This is an optimization exercise on Yosys and OpenROAD, whose aim is small area, a short achievable clock period and few clock cycles, not a production implementation. At most, simulation tests tie the RTL to the original design; equivalence was not proved.

// US_CSC
module US_CSC (
   input  logic            Clock,
   input  logic            Resetn,
   output logic            SRAM_we_n,
   output logic   [17:0]   SRAM_address,
   input  logic   [15:0]   SRAM_read_data,
   output logic   [15:0]   SRAM_write_data,
   input  logic            US_CSC_enable,
   output logic            US_CSC_complete
);
Size in the first run: ~1900 cells after synthesis, roughly 270 flip-flops, ~55 I/O pins, ~21000 um2 of cells after synthesis.
Settings: LEC_CHECK=0, CAP_MARGIN=20, CORE_MARGIN=2, CORE_UTILIZATION=40, SLEW_MARGIN=20; clock period 13.5 ns.
standard.sh (not shown) runs the stock make flow with config.mk's settings and CLKGATE_MAP_FILE= SYNTH_SCRIPT=/design/flow/synth_recipe.tcl, a recipe that flattens the netlist after the stock synthesis.
==> flow/flow/run.sh <==
#!/bin/bash
# Standard ORFS layout at the design's clock period and constraints; repair_timing
# is asked to keep 9 ns of setup slack, so it works on every path over 4.5 ns.
bash standard.sh SETUP_SLACK_MARGIN=9 finish > standard_run.log 2>&1
Testbench counts at the start, summed over its fixed seeds: cycles 1,536,168.
Next try:
--- a/flow/design.v
+++ b/flow/design.v
@@ -1359,33 +1359,35 @@
    o0  <= (col == 7'd0)  && (ph == 4'd3 || ph == 4'd4);
    o78 <= (col == 7'd78) && (ph == 4'd3 || ph == 4'd4);
    o79 <= (col == 7'd79) && (ph == 4'd3 || ph == 4'd4);
    sA <= {1'b0, ta} + {1'b0, tf};
    sB <= {1'b0, tb} + {1'b0, te};
    sC <= {1'b0, tc} + {1'b0, td};
    ufr <= fout;
    if (ph == 4'd2 || ph == 4'd5) yp <= SRAM_read_data[15:8];
    else                          yp <= ys;
    if (ph == 4'd3 || ph == 4'd6) begin up <= ufr;   vp <= fout;  end
    else                          begin up <= sr[3]; vp <= sr[4]; end
-   if (ph == 4'd2 || ph == 4'd5) ys <= SRAM_read_data[7:0];
+   ys <= SRAM_read_data[7:0];    
    if (ph == 4'd1 || ph == 4'd2 || ph == 4'd4 || ph == 4'd5) begin
       for (i = 0; i < 12; i = i + 1) sr[i] <= sr[i+1];
    end
    if (ph == 4'd3 || ph == 4'd4) begin
       sr[10] <= SRAM_read_data[15:8];
       sr[12] <= SRAM_read_data[7:0];
    end
+   bufb <= bb;
+   bufg <= gg;
    case (ph)
-      4'd3, 4'd6: begin SRAM_write_data <= {rr, gg}; bufb <= bb; end
-      4'd4, 4'd7: begin SRAM_write_data <= {bufb, rr}; bufg <= gg; bufb <= bb; end
+      4'd3, 4'd6: SRAM_write_data <= {rr, gg};
+      4'd4, 4'd7: SRAM_write_data <= {bufb, rr};
       default:    SRAM_write_data <= {bufg, bufb};
    endcase
 end
 always_ff @(posedge Clock or negedge Resetn) begin
    if (!Resetn) begin
       run <= 1'b0;
       ph <= 4'd0;
       fr <= 16'hfffe;
       col <= 7'd78;
       waddr <= RGB_BASE;
       SRAM_we_n <= 1'b1;
Outcome: The changed run went through all stages and came out clean. Wire length grows by 5.9%. Die area increases by 0.79%. Hold slack barely changes. Worst setup slack improves by 0.029 ns. Register-to-register slack gains 0.03 ns. Clock skew barely changes. Utilization climbs by 0.84 points. Design area came out higher by 2.2%. Critical path depth rises by 2. Non-clock buffer count climbs by 24. Final cell count rose by 2.5%. Sequential share of layout area went down by 1.6 points.
Function not checked in the second run of this note: the RTL went through the layout flow alone.

* * *

## lane 1
US_CSC, a different RTL version from the one above (not shown whole).
Size in the first run: roughly 2000 cells after synthesis, roughly 55 I/O pins.
clock: 13.5 ns
lec_check: 0
cap_margin: 20
core_margin: 2
core_utilization: 40
slew_margin: 20
==> flow/flow/run.sh <==
#!/bin/bash
# The standard ORFS layout (standard.sh: standard synthesis, the design's clock
# period and constraints), with these changes to how the layout is made:
#  - every input and output port still gets a buffer, but a plain buf_2 instead of
#    the clkdlybuf4s50_1 delay cell that buffer_ports picks by default;
#  - repair_timing keeps 9 ns of setup slack as margin, so it also shortens paths
#    that already meet the 13.5 ns clock (upsizing, buffering, pin swaps);
#  - 60% core utilization;
#  - clock tree from clkbuf_16 cells with sink clusters of at most 24 sinks / 60 um.
# make's output goes to standard_run.log; ORFS keeps each step's log under orfs/logs/.
bash standard.sh SETUP_SLACK_MARGIN=9 CORE_UTILIZATION=60 \
  "BUFFER_PORTS_ARGS=-buffer_cell sky130_fd_sc_hd__buf_2" \
  CTS_BUF_LIST=sky130_fd_sc_hd__clkbuf_16 CTS_CLUSTER_SIZE=24 CTS_CLUSTER_DIAMETER=60 \
  finish > standard_run.log 2>&1
Testbench counts of lane 1, summed over its fixed seeds: cycles 1,536,168.
[inputs] lane 2 vs lane 1
--- a/flow/design.v
+++ b/flow/design.v
@@ -52,13 +52,13 @@
 end
 assign usel10 = (ph == 4'd3 || ph == 4'd6) ? ufr : {2'b00, sr[3]};
 assign usel = usel10[9] ? 8'd0 : (usel10[8] ? 8'hff : usel10[7:0]);
 assign rcl = rreg[10] ? 8'd0 : (rreg[9:8] != 2'd0 ? 8'hff : rreg[7:0]);
 assign gcl = greg[10] ? 8'd0 : (greg[9:8] != 2'd0 ? 8'hff : greg[7:0]);
 assign bcl = breg[10] ? 8'd0 : (breg[9:8] != 2'd0 ? 8'hff : breg[7:0]);
-assign vpc = vp[9] ? 8'd0 : (vp[8] ? 8'hff : vp[7:0]);
+assign vpc = (vp[7:0] & {8{vp[8]}}) | {8{vp[9]}};
 assign SRAM_write_data = osel1 ? {bufb, rcl} : (osel2 ? {bufg, bufb} : {rcl, gcl});
 wire dd_w1 = ta[1] ^ tf[1];
 wire dd_w2 = ta[1] & tf[1];
 wire dd_w3 = ta[2] ^ tf[2];
 wire dd_w4 = ta[2] & tf[2];
 wire dd_w5 = ta[3] ^ tf[3];
@@ -1507,14 +1507,14 @@
    fC <= {1'b0, tc} + {1'b0, td};
    ufr <= fo10;
    if (ph == 4'd2 || ph == 4'd5) yp <= SRAM_read_data[15:8];
    else                          yp <= ys;
    up <= usel;
    up3 <= {2'b00, usel} + {1'b0, usel, 1'b0};
-   if (ph == 4'd3 || ph == 4'd6) vp <= fo10;
-   else                          vp <= {2'b00, sr[4]};
+   if (ph == 4'd3 || ph == 4'd6) vp <= {~fo10[9] & fo10[8], ~fo10[9] & ~fo10[8], fo10[7:0]};
+   else                          vp <= {2'b01, sr[4]};
    ys <= SRAM_read_data[7:0];    
    if (ph == 4'd1 || ph == 4'd2 || ph == 4'd4 || ph == 4'd5) begin
       for (i = 0; i < 12; i = i + 1) sr[i] <= sr[i+1];
    end
    if (ph == 4'd3 || ph == 4'd4) begin
       sr[10] <= SRAM_read_data[15:8];
Between lane 1 and lane 2, the flow reports number of ordinary and repair buffers in the finished layout decreasing by a few percent.
Lane 2 vs lane 1 — routability congestion estimate from global placement climbed by a few percent
Core utilization: lane 2 vs lane 1 up 1.0 points
[lane 2 vs lane 1] worst slew slack as a fraction of its limit: lower in lane 2
Taking lane 1 as the reference point, the basic-gate share of the synthesized area counting and, or, nand and nor cells of lane 2 falls by 0.69 points.
Summary — initial standard-cell utilization of the core, lane 2 relative to lane 1: higher, by 0.96 points.
In the reports for lane 2 and lane 1, the smaller area fraction of clock buffers and clock inverters belongs to lane 2.
Between lane 2 and lane 1, the count of clock-buffer cells in the layout is lower for lane 2.
Testbench counts of lane 2, summed over its fixed seeds: cycles 1,536,168.

port drivers added, routing unchanged:
The flow's constraints put no driver on any port. The routed layouts listed below were extracted and timed again, unchanged, in two steps. Step 1 assumes that a clkbuf_16 drives the clock port and a buf_2 every other input. Step 2 adds t to the input delays and takes it off the output delays; t is the mean of the earliest and latest rising clock arrival at the registers after step 1. Input paths then give back, and output paths get back, about the clock's delay inside the block. Three values: ideal ports, drivers, drivers and shift; two values: the first two.
| run | t, ns | setup WS [ns] | worst setup path after step 2 | worst register clock-pin slew, ns | worst data-port slew with drivers (ns) |
|---|---|---|---|---|---|
| the first run of note 1 | 0.630 | 8.574 / 8.574 / 8.574 | register to register | 0.07 / 0.07 | 0.04 |
| the second run of note 1 | 0.631 | 8.603 / 8.603 / 8.603 | register to register | 0.07 / 0.07 | 0.05 |
| lane 1 | 0.607 | 8.977 / 8.949 / 8.977 | register to register | 0.09 / 0.09 | 0.04 |
| lane 2 | 0.605 | 9.090 / 9.040 / 9.090 | register to register | 0.09 / 0.09 | 0.03 |
After both steps every run listed still meets setup and hold.
